What follows belongs to an exercise in optimizing a design on an open flow for a short achievable clock period and few clock cycles; a production flow would make more cautious choices.
Power figures rest on the tool's default switching activity, not on a simulated workload.

==> 05-19 <==
==> flow/design.v <==
module main(clk, rst, mem_rdata, mem_addr, mem_wdata, mem_we);
	input clk, rst;
	input [15:0] mem_rdata;       
	output [7:0] mem_addr;
	output [7:0] mem_wdata;
	output mem_we;
	reg k_fetch, k_ld, k_st, k_bip;
	reg [7:0] addr_q, wdata_q;
	reg we_q;
	reg [7:0] fpc;                     
	reg fpc_bip;                       
	reg [2:0] ld_rd;
	reg [63:0] rf;
	reg fz, fc;
	reg [7:0] res_q;                   
	reg [2:0] res_wa;
	reg res_we;
	reg dv;
	reg [15:0] ir;
	reg [7:0] d_fa;
	reg d_pred;
	reg v;
	reg [7:0] e_fa;
	reg e_wr, e_setf, e_arith, e_sub, e_and, e_or, e_xor, e_shf, e_passb;
	reg e_ld, e_st, e_bc, e_pred;
	reg [1:0] e_cc;
	reg [2:0] e_rd;
	reg [7:0] e_alt;
	reg [5:0] e_off;
	reg [7:0] opA, opB, opS;
	reg [2:0] iA, iB, iS;
	reg uA, uB, uS;
	reg [2:0] ramt;
	reg [7:0] smask;
	assign mem_addr = addr_q;
	assign mem_wdata = wdata_q;
	assign mem_we = we_q;
	wire adv = ~(k_ld | k_st);
	wire exec = v & adv;
	wire [7:0] A = opA;
	wire [7:0] B = opB;
	wire [7:0] S = opS;
	wire [8:0] sum;
	wire co;
	cla8 alu_add(.a(A), .b(B), .cin(e_sub), .s(sum[7:0]), .co(co));
	assign sum[8] = co;
	wire [7:0] mar;
	wire mar_co;
	cla8 adr_add(.a(A), .b({2'b00, e_off}), .cin(1'b0), .s(mar), .co(mar_co));
	wire [7:0] cz = {A[6:0] | B[6:0], e_sub};
	wire z_add = &(~((A ^ cz) ^ B));
	wire [7:0] rot1 = ramt[0] ? {A[6:0], A[7]} : A;
	wire [7:0] rot2 = ramt[1] ? {rot1[5:0], rot1[7:6]} : rot1;
	wire [7:0] rot4 = ramt[2] ? {rot2[3:0], rot2[7:4]} : rot2;
	wire [7:0] r_oth = ({8{e_and}} & (A & B)) | ({8{e_or}} & (A | B)) | ({8{e_xor}} & (A ^ B)) |
	                   ({8{e_shf}} & rot4 & smask) | ({8{e_passb}} & B);
	wire [7:0] result = e_arith ? sum[7:0] : r_oth;
	wire z_new = e_arith ? z_add : ~|r_oth;
	wire c_new = e_arith & (sum[8] ^ e_sub);
	reg taken_e;
	always @(*)
		case (e_cc)
			2'b00: taken_e = fz;
			2'b01: taken_e = ~fz;
			2'b10: taken_e = fc;
			default: taken_e = ~fc;
		endcase
	wire mispred = exec & e_bc & (taken_e ^ e_pred);
	wire e_mem = exec & (e_ld | e_st);
	wire [15:0] I = ir;
	wire d_alu0 = (I[15:14] == 2'b00);
	wire d_alu1 = (I[15:14] == 2'b01);
	wire d_mem  = (I[15:14] == 2'b10);
	wire d_br   = (I[15:14] == 2'b11);
	wire d_imm  = I[11];
	wire d_mov  = d_alu0 & (I[13:12] == 2'b11) & d_imm;
	wire d_sub  = d_alu0 & (I[13:12] == 2'b01 || I[13:12] == 2'b10);
	wire d_cmp  = d_alu0 & (I[13:12] == 2'b10);
	wire d_logic = d_alu1 & (I[13:11] <= 3'd2);
	wire d_shift = d_alu1 & (I[13:11] >= 3'd3);
	wire d_bl   = d_br & (I[13:12] == 2'b01);
	wire d_bc   = d_br & (I[13:12] == 2'b11);
	wire d_st   = d_mem & ~I[13];
	wire [7:0] d_fa2 = {d_fa[7:1] + 7'd1, d_fa[0]};
	wire [7:0] d_target = {2'b00, I[5:0]};
	wire [7:0] ext = {3'b000, I[4:0]} << I[7:5];
	wire [7:0] rRn = (res_we & (res_wa == I[7:5])) ? res_q : rf[I[7:5]*8 +: 8];
	wire [7:0] rRd = (res_we & (res_wa == I[10:8])) ? res_q : rf[I[10:8]*8 +: 8];
	wire [7:0] rRm = (res_we & (res_wa == I[2:0])) ? res_q : rf[I[2:0]*8 +: 8];
	wire selA_rd = (d_alu0 & d_imm) | d_shift;
	wire selA_0  = d_mem & I[12];
	wire [2:0] d_iA = selA_rd ? I[10:8] : I[7:5];
	wire d_uA = (d_alu0 & ~d_mov) | d_alu1 | (d_mem & ~I[12]);
	wire d_uB = (d_alu0 & ~d_imm) | d_logic;
	wire d_uS = d_st;
	wire fwd_en = exec & e_wr;
	wire bpA = fwd_en & (e_rd == d_iA);
	wire bpB = fwd_en & (e_rd == I[2:0]);
	wire bpS = fwd_en & (e_rd == I[10:8]);
	wire [7:0] vA = bpA ? result : (selA_rd ? rRd : rRn);
	wire [7:0] vB = bpB ? result : rRm;
	wire [7:0] d_opA = selA_0 ? 8'd0 : vA;
	wire [7:0] d_opB0 = d_mem ? {2'b00, I[11], I[4:0]} :
	                    d_br  ? d_fa2 :
	                    (d_alu0 & d_imm) ? ext : vB;
	wire [7:0] d_opB = d_sub ? ~d_opB0 : d_opB0;
	wire [7:0] d_opS = bpS ? result : rRd;
	wire d_right = (I[13:11] == 3'b100) | (I[13:11] == 3'b110) | (I[13:11] == 3'b111);
	wire d_rotop = (I[13:11] == 3'b011) | (I[13:11] == 3'b100);
	wire [2:0] d_ramt = d_right ? (3'd0 - ext[2:0]) : ext[2:0];
	wire d_zero = d_rotop ? (ext[7:4] != 4'd0) : (ext[7:3] != 5'd0);
	wire d_full = d_rotop & ~ext[3] & (ext[7:4] == 4'd0);
	wire [7:0] d_mask = d_zero ? 8'h00 : d_full ? 8'hFF :
	                    d_right ? (8'hFF >> ext[2:0]) : (8'hFF << ext[2:0]);
	wire [15:0] M = mem_rdata;
	wire f_br = (M[15:14] == 2'b11);
	wire f_bi = f_br & (M[13:12] == 2'b10);
	wire f_bc = f_br & (M[13:12] == 2'b11);
	wire [7:0] fa2 = {addr_q[7:1] + 7'd1, addr_q[0]};
	wire f_pbne = f_bc & (M[11:10] == 2'b01);
	wire f_taken = f_br & ~f_bi & (~f_bc | f_pbne);
	reg [7:0] own_a;
	reg own_bip;
	always @(*) begin
		if (k_fetch) begin
			own_a = f_taken | f_bi ? {2'b00, M[5:0]} : fa2;
			own_bip = f_bi;
		end else if (k_bip) begin
			own_a = M[7:0];
			own_bip = 1'b0;
		end else begin
			own_a = fpc;
			own_bip = fpc_bip;
		end
	end
	wire next_e_st = adv ? (dv & (ir[15:13] == 3'b100)) : (v & e_st);
	wire hitE = v & ((addr_q == e_fa) | (addr_q == e_fa + 8'd1));
	wire hitD = dv & ((addr_q == d_fa) | (addr_q == d_fa + 8'd1));
	wire [7:0] ld_data = mem_rdata[7:0];
	wire hit_any = k_st & (hitE | hitD);
	wire [7:0] oth_a = mispred ? e_alt :
	                   e_mem ? mar :
	                   hit_any ? (hitE ? e_fa : d_fa) :
	                   k_fetch ? fa2 : fpc;
	wire f_jump = f_br & ~(M[13] & M[12] & ~f_pbne);    
	wire no_ovr = ~mispred & ~e_mem;
	wire useM6 = k_fetch & no_ovr & f_jump;
	wire useM8 = k_bip & no_ovr;
	wire [7:0] addr_nx;
	assign addr_nx[5:0] = (useM6 | useM8) ? M[5:0] : oth_a[5:0];
	assign addr_nx[7:6] = useM8 ? M[7:6] : useM6 ? 2'b00 : oth_a[7:6];
	integer i;
	always @(posedge clk) begin
		if (rst) begin
			k_fetch <= 1'b1; k_ld <= 1'b0; k_st <= 1'b0; k_bip <= 1'b0;
			addr_q <= 8'd0;
			we_q <= 1'b0;
			v <= 1'b0;
			dv <= 1'b0;
			fpc_bip <= 1'b0;
			res_we <= 1'b0;
			fz <= 1'b0; fc <= 1'b0;
			rf <= {8'd0, 8'd6, 8'd5, 8'd4, 8'd3, 8'd2, 8'd1, 8'd0};
		end else begin
			if (res_we) begin
				for (i = 0; i < 8; i = i + 1)
					if (res_wa == i) rf[i*8 +: 8] <= res_q;
			end
			res_we <= (exec & e_wr) | k_ld;
			res_wa <= k_ld ? ld_rd : e_rd;
			res_q <= k_ld ? ld_data : result;
			addr_q <= addr_nx;
			if (exec & e_setf) begin
				fz <= z_new;
				fc <= c_new;
			end
			we_q <= 1'b0;
			if (adv) begin
				v <= dv & ~mispred;
				e_fa <= d_fa;
				e_wr <= (d_alu0 & ~d_cmp) | d_alu1 | d_bl;
				e_setf <= d_alu0 | d_alu1;
				e_arith <= (d_alu0 & ~d_mov) | d_mem;
				e_sub <= d_sub;
				e_and <= d_alu1 & (I[13:11] == 3'b000);
				e_or  <= d_alu1 & (I[13:11] == 3'b001);
				e_xor <= d_alu1 & (I[13:11] == 3'b010);
				e_shf <= d_shift;
				e_passb <= d_mov | d_bl;
				e_ld <= d_mem & I[13];
				e_st <= d_st;
				e_bc <= d_bc;
				e_pred <= d_pred;
				e_cc <= I[11:10];
				e_rd <= I[10:8];
				e_alt <= d_pred ? d_fa2 : d_target;
				e_off <= {I[11], I[4:0]};
				opA <= d_opA;
				opB <= d_opB;
				opS <= d_opS;
				iA <= d_iA; iB <= I[2:0]; iS <= I[10:8];
				uA <= d_uA; uB <= d_uB; uS <= d_uS;
				ramt <= d_ramt;
				smask <= d_mask;
				dv <= k_fetch & ~mispred;
				ir <= M;
				d_fa <= addr_q;
				d_pred <= f_pbne;
				if (mispred) begin
					k_fetch <= 1'b1; k_ld <= 1'b0; k_st <= 1'b0; k_bip <= 1'b0;
				end else if (e_mem) begin
					we_q <= e_st;
					wdata_q <= S;
					ld_rd <= e_rd;
					fpc <= own_a;
					fpc_bip <= own_bip;
					k_fetch <= 1'b0; k_ld <= e_ld; k_st <= e_st; k_bip <= 1'b0;
				end else if (own_bip & next_e_st) begin
					fpc <= own_a;
					fpc_bip <= 1'b1;
					k_fetch <= 1'b0; k_ld <= 1'b0; k_st <= 1'b0; k_bip <= 1'b0;
				end else begin
					k_fetch <= ~own_bip; k_ld <= 1'b0; k_st <= 1'b0; k_bip <= own_bip;
				end
			end else begin
				if (k_ld) begin
					if (uA & (iA == ld_rd)) opA <= ld_data;
					if (uB & (iB == ld_rd)) opB <= e_sub ? ~ld_data : ld_data;
					if (uS & (iS == ld_rd)) opS <= ld_data;
				end
				if (k_st & (hitE | hitD)) begin
					v <= v & ~hitE;
					dv <= 1'b0;
					k_fetch <= 1'b1; k_ld <= 1'b0; k_st <= 1'b0; k_bip <= 1'b0;
				end else if (fpc_bip & next_e_st) begin
					k_fetch <= 1'b0; k_ld <= 1'b0; k_st <= 1'b0; k_bip <= 1'b0;
				end else begin
					k_fetch <= ~fpc_bip; k_ld <= 1'b0; k_st <= 1'b0; k_bip <= fpc_bip;
				end
			end
		end
	end
endmodule
module cla8(a, b, cin, s, co);
	input [7:0] a, b;
	input cin;
	output [7:0] s;
	output co;
	wire [7:0] g0 = a & b;
	wire [7:0] t0 = a | b;
	wire [7:0] g1, t1, g2, t2, g3, t3;
	genvar i;
	generate
		for (i = 0; i < 8; i = i + 1) begin : pre
			if (i >= 1) begin : l1
				assign g1[i] = g0[i] | (t0[i] & g0[i-1]);
				assign t1[i] = t0[i] & t0[i-1];
			end else begin : l1z
				assign g1[i] = g0[i];
				assign t1[i] = t0[i];
			end
			if (i >= 2) begin : l2
				assign g2[i] = g1[i] | (t1[i] & g1[i-2]);
				assign t2[i] = t1[i] & t1[i-2];
			end else begin : l2z
				assign g2[i] = g1[i];
				assign t2[i] = t1[i];
			end
			if (i >= 4) begin : l3
				assign g3[i] = g2[i] | (t2[i] & g2[i-4]);
				assign t3[i] = t2[i] & t2[i-4];
			end else begin : l3z
				assign g3[i] = g2[i];
				assign t3[i] = t2[i];
			end
		end
	endgenerate
	wire [8:0] c = {g3 | (t3 & {8{cin}}), cin};
	assign s = (a ^ c[7:0]) ^ b;
	assign co = c[8];
endmodule
==> flow/run.sh <==
#!/bin/bash
# synth_recipe.tcl (not shown) runs the flow's synth.tcl, then flattens the netlist and writes it again
# the make line also repeats each setting of config.mk as NAME=value (left out here)
make -C /OpenROAD-flow-scripts/flow DESIGN_CONFIG=/design/flow/config.mk WORK_HOME=/design/flow/orfs CLKGATE_MAP_FILE= SYNTH_SCRIPT=/design/flow/synth_recipe.tcl finish
==> flow/config.mk <==
export PLATFORM = sky130hd
export DESIGN_NAME = main
export DESIGN_NICKNAME = main
export VERILOG_FILES = /design/flow/design.v
export SDC_FILE = /design/flow/constraint.sdc
export NUM_CORES = 4
export LEC_CHECK = 0
export ABC_CLOCK_PERIOD_IN_PS = 1800
export CAP_MARGIN = 20
export CORE_MARGIN = 2
export CORE_UTILIZATION = 40
export GPL_TIMING_DRIVEN = 1
export SETUP_SLACK_MARGIN = 3.6
export SLEW_MARGIN = 20
export TNS_END_PERCENT = 100
==> flow/constraint.sdc <==
create_clock -name core_clock -period 5.5 [get_ports {clk}]
set_input_delay 1.1000 -clock core_clock [delete_from_list [all_inputs] [get_ports {clk}]]
set_output_delay 1.1000 -clock core_clock [all_outputs]
set_load 0.01 [all_outputs]
==> 12-06: changes against 05-19 <==
--- a/flow/design.v
+++ b/flow/design.v
@@ -12,9 +12,6 @@
 	reg [2:0] ld_rd;
 	reg [63:0] rf;
 	reg fz, fc;
-	reg [7:0] res_q;                   
-	reg [2:0] res_wa;
-	reg res_we;
 	reg dv;
 	reg [15:0] ir;
 	reg [7:0] d_fa;
@@ -47,8 +44,9 @@
 	wire [7:0] mar;
 	wire mar_co;
 	cla8 adr_add(.a(A), .b({2'b00, e_off}), .cin(1'b0), .s(mar), .co(mar_co));
+	wire [7:0] pg = A ^ B;
 	wire [7:0] cz = {A[6:0] | B[6:0], e_sub};
-	wire z_add = &(~((A ^ cz) ^ B));
+	wire z_add = &(~(pg ^ cz));
 	wire [7:0] rot1 = ramt[0] ? {A[6:0], A[7]} : A;
 	wire [7:0] rot2 = ramt[1] ? {rot1[5:0], rot1[7:6]} : rot1;
 	wire [7:0] rot4 = ramt[2] ? {rot2[3:0], rot2[7:4]} : rot2;
@@ -84,9 +82,9 @@
 	wire [7:0] d_fa2 = {d_fa[7:1] + 7'd1, d_fa[0]};
 	wire [7:0] d_target = {2'b00, I[5:0]};
 	wire [7:0] ext = {3'b000, I[4:0]} << I[7:5];
-	wire [7:0] rRn = (res_we & (res_wa == I[7:5])) ? res_q : rf[I[7:5]*8 +: 8];
-	wire [7:0] rRd = (res_we & (res_wa == I[10:8])) ? res_q : rf[I[10:8]*8 +: 8];
-	wire [7:0] rRm = (res_we & (res_wa == I[2:0])) ? res_q : rf[I[2:0]*8 +: 8];
+	wire [7:0] rRn = rf[I[7:5]*8 +: 8];
+	wire [7:0] rRd = rf[I[10:8]*8 +: 8];
+	wire [7:0] rRm = rf[I[2:0]*8 +: 8];
 	wire selA_rd = (d_alu0 & d_imm) | d_shift;
 	wire selA_0  = d_mem & I[12];
 	wire [2:0] d_iA = selA_rd ? I[10:8] : I[7:5];
@@ -137,18 +135,9 @@
 	wire hitE = v & ((addr_q == e_fa) | (addr_q == e_fa + 8'd1));
 	wire hitD = dv & ((addr_q == d_fa) | (addr_q == d_fa + 8'd1));
 	wire [7:0] ld_data = mem_rdata[7:0];
-	wire hit_any = k_st & (hitE | hitD);
-	wire [7:0] oth_a = mispred ? e_alt :
-	                   e_mem ? mar :
-	                   hit_any ? (hitE ? e_fa : d_fa) :
-	                   k_fetch ? fa2 : fpc;
-	wire f_jump = f_br & ~(M[13] & M[12] & ~f_pbne);    
-	wire no_ovr = ~mispred & ~e_mem;
-	wire useM6 = k_fetch & no_ovr & f_jump;
-	wire useM8 = k_bip & no_ovr;
-	wire [7:0] addr_nx;
-	assign addr_nx[5:0] = (useM6 | useM8) ? M[5:0] : oth_a[5:0];
-	assign addr_nx[7:6] = useM8 ? M[7:6] : useM6 ? 2'b00 : oth_a[7:6];
+	wire rf_we = (exec & e_wr) | k_ld;
+	wire [2:0] rf_wa = k_ld ? ld_rd : e_rd;
+	wire [7:0] rf_wd = k_ld ? ld_data : result;
 	integer i;
 	always @(posedge clk) begin
 		if (rst) begin
@@ -158,18 +147,13 @@
 			v <= 1'b0;
 			dv <= 1'b0;
 			fpc_bip <= 1'b0;
-			res_we <= 1'b0;
 			fz <= 1'b0; fc <= 1'b0;
 			rf <= {8'd0, 8'd6, 8'd5, 8'd4, 8'd3, 8'd2, 8'd1, 8'd0};
 		end else begin
-			if (res_we) begin
+			if (rf_we) begin
 				for (i = 0; i < 8; i = i + 1)
-					if (res_wa == i) rf[i*8 +: 8] <= res_q;
+					if (rf_wa == i) rf[i*8 +: 8] <= rf_wd;
 			end
-			res_we <= (exec & e_wr) | k_ld;
-			res_wa <= k_ld ? ld_rd : e_rd;
-			res_q <= k_ld ? ld_data : result;
-			addr_q <= addr_nx;
 			if (exec & e_setf) begin
 				fz <= z_new;
 				fc <= c_new;
@@ -207,8 +191,10 @@
 				d_fa <= addr_q;
 				d_pred <= f_pbne;
 				if (mispred) begin
+					addr_q <= e_alt;
 					k_fetch <= 1'b1; k_ld <= 1'b0; k_st <= 1'b0; k_bip <= 1'b0;
 				end else if (e_mem) begin
+					addr_q <= mar;
 					we_q <= e_st;
 					wdata_q <= S;
 					ld_rd <= e_rd;
@@ -220,6 +206,7 @@
 					fpc_bip <= 1'b1;
 					k_fetch <= 1'b0; k_ld <= 1'b0; k_st <= 1'b0; k_bip <= 1'b0;
 				end else begin
+					addr_q <= own_a;
 					k_fetch <= ~own_bip; k_ld <= 1'b0; k_st <= 1'b0; k_bip <= own_bip;
 				end
 			end else begin
@@ -231,10 +218,12 @@
 				if (k_st & (hitE | hitD)) begin
 					v <= v & ~hitE;
 					dv <= 1'b0;
+					addr_q <= hitE ? e_fa : d_fa;
 					k_fetch <= 1'b1; k_ld <= 1'b0; k_st <= 1'b0; k_bip <= 1'b0;
 				end else if (fpc_bip & next_e_st) begin
 					k_fetch <= 1'b0; k_ld <= 1'b0; k_st <= 1'b0; k_bip <= 1'b0;
 				end else begin
+					addr_q <= fpc;
 					k_fetch <= ~fpc_bip; k_ld <= 1'b0; k_st <= 1'b0; k_bip <= fpc_bip;
 				end
 			end
@@ -246,36 +235,38 @@
 	input cin;
 	output [7:0] s;
 	output co;
-	wire [7:0] g0 = a & b;
-	wire [7:0] t0 = a | b;
-	wire [7:0] g1, t1, g2, t2, g3, t3;
+	wire [7:0] p = a ^ b;
+	wire [7:0] g = {a[7:1] & b[7:1], (a[0] & b[0]) | (p[0] & cin)};
+	wire [7:0] g1, p1;
+	assign g1[0] = g[0];
+	assign p1[0] = 1'b0;
 	genvar i;
 	generate
-		for (i = 0; i < 8; i = i + 1) begin : pre
-			if (i >= 1) begin : l1
-				assign g1[i] = g0[i] | (t0[i] & g0[i-1]);
-				assign t1[i] = t0[i] & t0[i-1];
-			end else begin : l1z
-				assign g1[i] = g0[i];
-				assign t1[i] = t0[i];
-			end
-			if (i >= 2) begin : l2
-				assign g2[i] = g1[i] | (t1[i] & g1[i-2]);
-				assign t2[i] = t1[i] & t1[i-2];
-			end else begin : l2z
-				assign g2[i] = g1[i];
-				assign t2[i] = t1[i];
-			end
-			if (i >= 4) begin : l3
-				assign g3[i] = g2[i] | (t2[i] & g2[i-4]);
-				assign t3[i] = t2[i] & t2[i-4];
-			end else begin : l3z
-				assign g3[i] = g2[i];
-				assign t3[i] = t2[i];
-			end
+		for (i = 1; i < 8; i = i + 1) begin : l1
+			assign g1[i] = g[i] | (p[i] & g[i-1]);
+			assign p1[i] = p[i] & p[i-1];
 		end
 	endgenerate
-	wire [8:0] c = {g3 | (t3 & {8{cin}}), cin};
-	assign s = (a ^ c[7:0]) ^ b;
-	assign co = c[8];
+	wire [7:0] g2, p2;
+	assign g2[0] = g1[0];
+	assign p2[0] = 1'b0;
+	assign g2[1] = g1[1] | (p1[1] & g1[0]);
+	assign p2[1] = 1'b0;
+	generate
+		for (i = 2; i < 8; i = i + 1) begin : l2
+			assign g2[i] = g1[i] | (p1[i] & g1[i-2]);
+			assign p2[i] = p1[i] & p1[i-2];
+		end
+	endgenerate
+	wire [7:0] g3;
+	generate
+		for (i = 0; i < 4; i = i + 1) begin : l3a
+			assign g3[i] = g2[i];
+		end
+		for (i = 4; i < 8; i = i + 1) begin : l3b
+			assign g3[i] = g2[i] | (p2[i] & g2[i-4]);
+		end
+	endgenerate
+	assign s = p ^ {g3[6:0], cin};
+	assign co = g3[7];
 endmodule
==> summary of the runs <==
05-19 produced a clean layout. 12-06 produced a clean layout.
Between 12-06 and 05-19, the lower non-clock buffer count is in 12-06 (gap 34).
Of 12-06 and 05-19, 05-19 has the higher area after synthesis (gap 2.6%, measured against 05-19).
Against 12-06, the die area of 05-19 is higher by 2.7%.
Between 12-06 and 05-19, the lower cell area is in 12-06 (gap 4.7%, measured against 05-19).
Against 12-06, the routed wire length of 05-19 is larger by about 10%.
Between 05-19 and 12-06, the lower flip-flop and latch count is in 12-06 (gap 12).
Between 12-06 and 05-19, the lower first-iteration DRC count is in 12-06 (gap about 1.4%, measured against 05-19).
==> figures <==
| metric | 05-19 | 12-06 |
|---|---|---|
| Status | timing/DRC/antenna clean | timing/DRC/antenna clean |
| Share of total power in the clock network | 32.4% | 33.2% |
| Total length of routed met2 wires | 22,900 um | 20,900 um |
| Proportion of power drawn by flip-flops and latches | 39.3% | 37.7% |
| CTS buffer count | 25 | 24 |
| Register-to-Register Path Depth | 12 | 9 |
| Core Box Area | 33,700 um^2 | 32,700 um^2 |
| Number of antenna violations at the first check in global routing | 1 | 0 |
| Number of cells in the finished layout apart from fillers | 2,044 | 1,929 |
| Clock buffer instance count of the final layout | 34 | 32 |
| DIE AREA | 35,900 um^2 | 34,900 um^2 |
| Number of tap cells added at floorplan | 448 | 442 |
| Cell Pwr Density | 277 nW/um^2 | 281 nW/um^2 |
| Syn Nets | 1,444 | 1,376 |
| Total Routed Length | 49,200 um | 44,500 um |
| Insertion delay to the later sink of the worst-skew pair | 0.54 ns | 0.53 ns |
Function was not checked in any run of this note: the RTL went through the layout flow alone.

## afterwards: timing with drivers on the ports
Ports are ideal in the flow. The routed layouts listed here were re-timed in OpenROAD. Step 1: set_driving_cell puts a clkbuf_16 on clk and a buf_2 on each other input, an assumption about the parent block. Step 2, shift: input delay + t, output delay - t, t = (earliest + latest rising clock arrival at the registers) / 2. This alone moves slack from input paths to output paths. a / b / c = ideal ports / drivers / drivers and shift; a / b = the first two.
run | shift t [ns] | setup WS [ns] | worst hold slack (ns) | clock arrival spread, ns | worst data-port slew with drivers (ns)
05-19 | 0.575 | 2.562 / 2.562 / 2.562 | 0.415 / 0.415 / 0.415 | 0.025 / 0.025 | 0.04
12-06 | 0.575 | 2.524 / 2.524 / 2.524 | 0.419 / 0.419 / 0.419 | 0.013 / 0.013 | 0.04
After both steps every run listed still meets setup and hold.
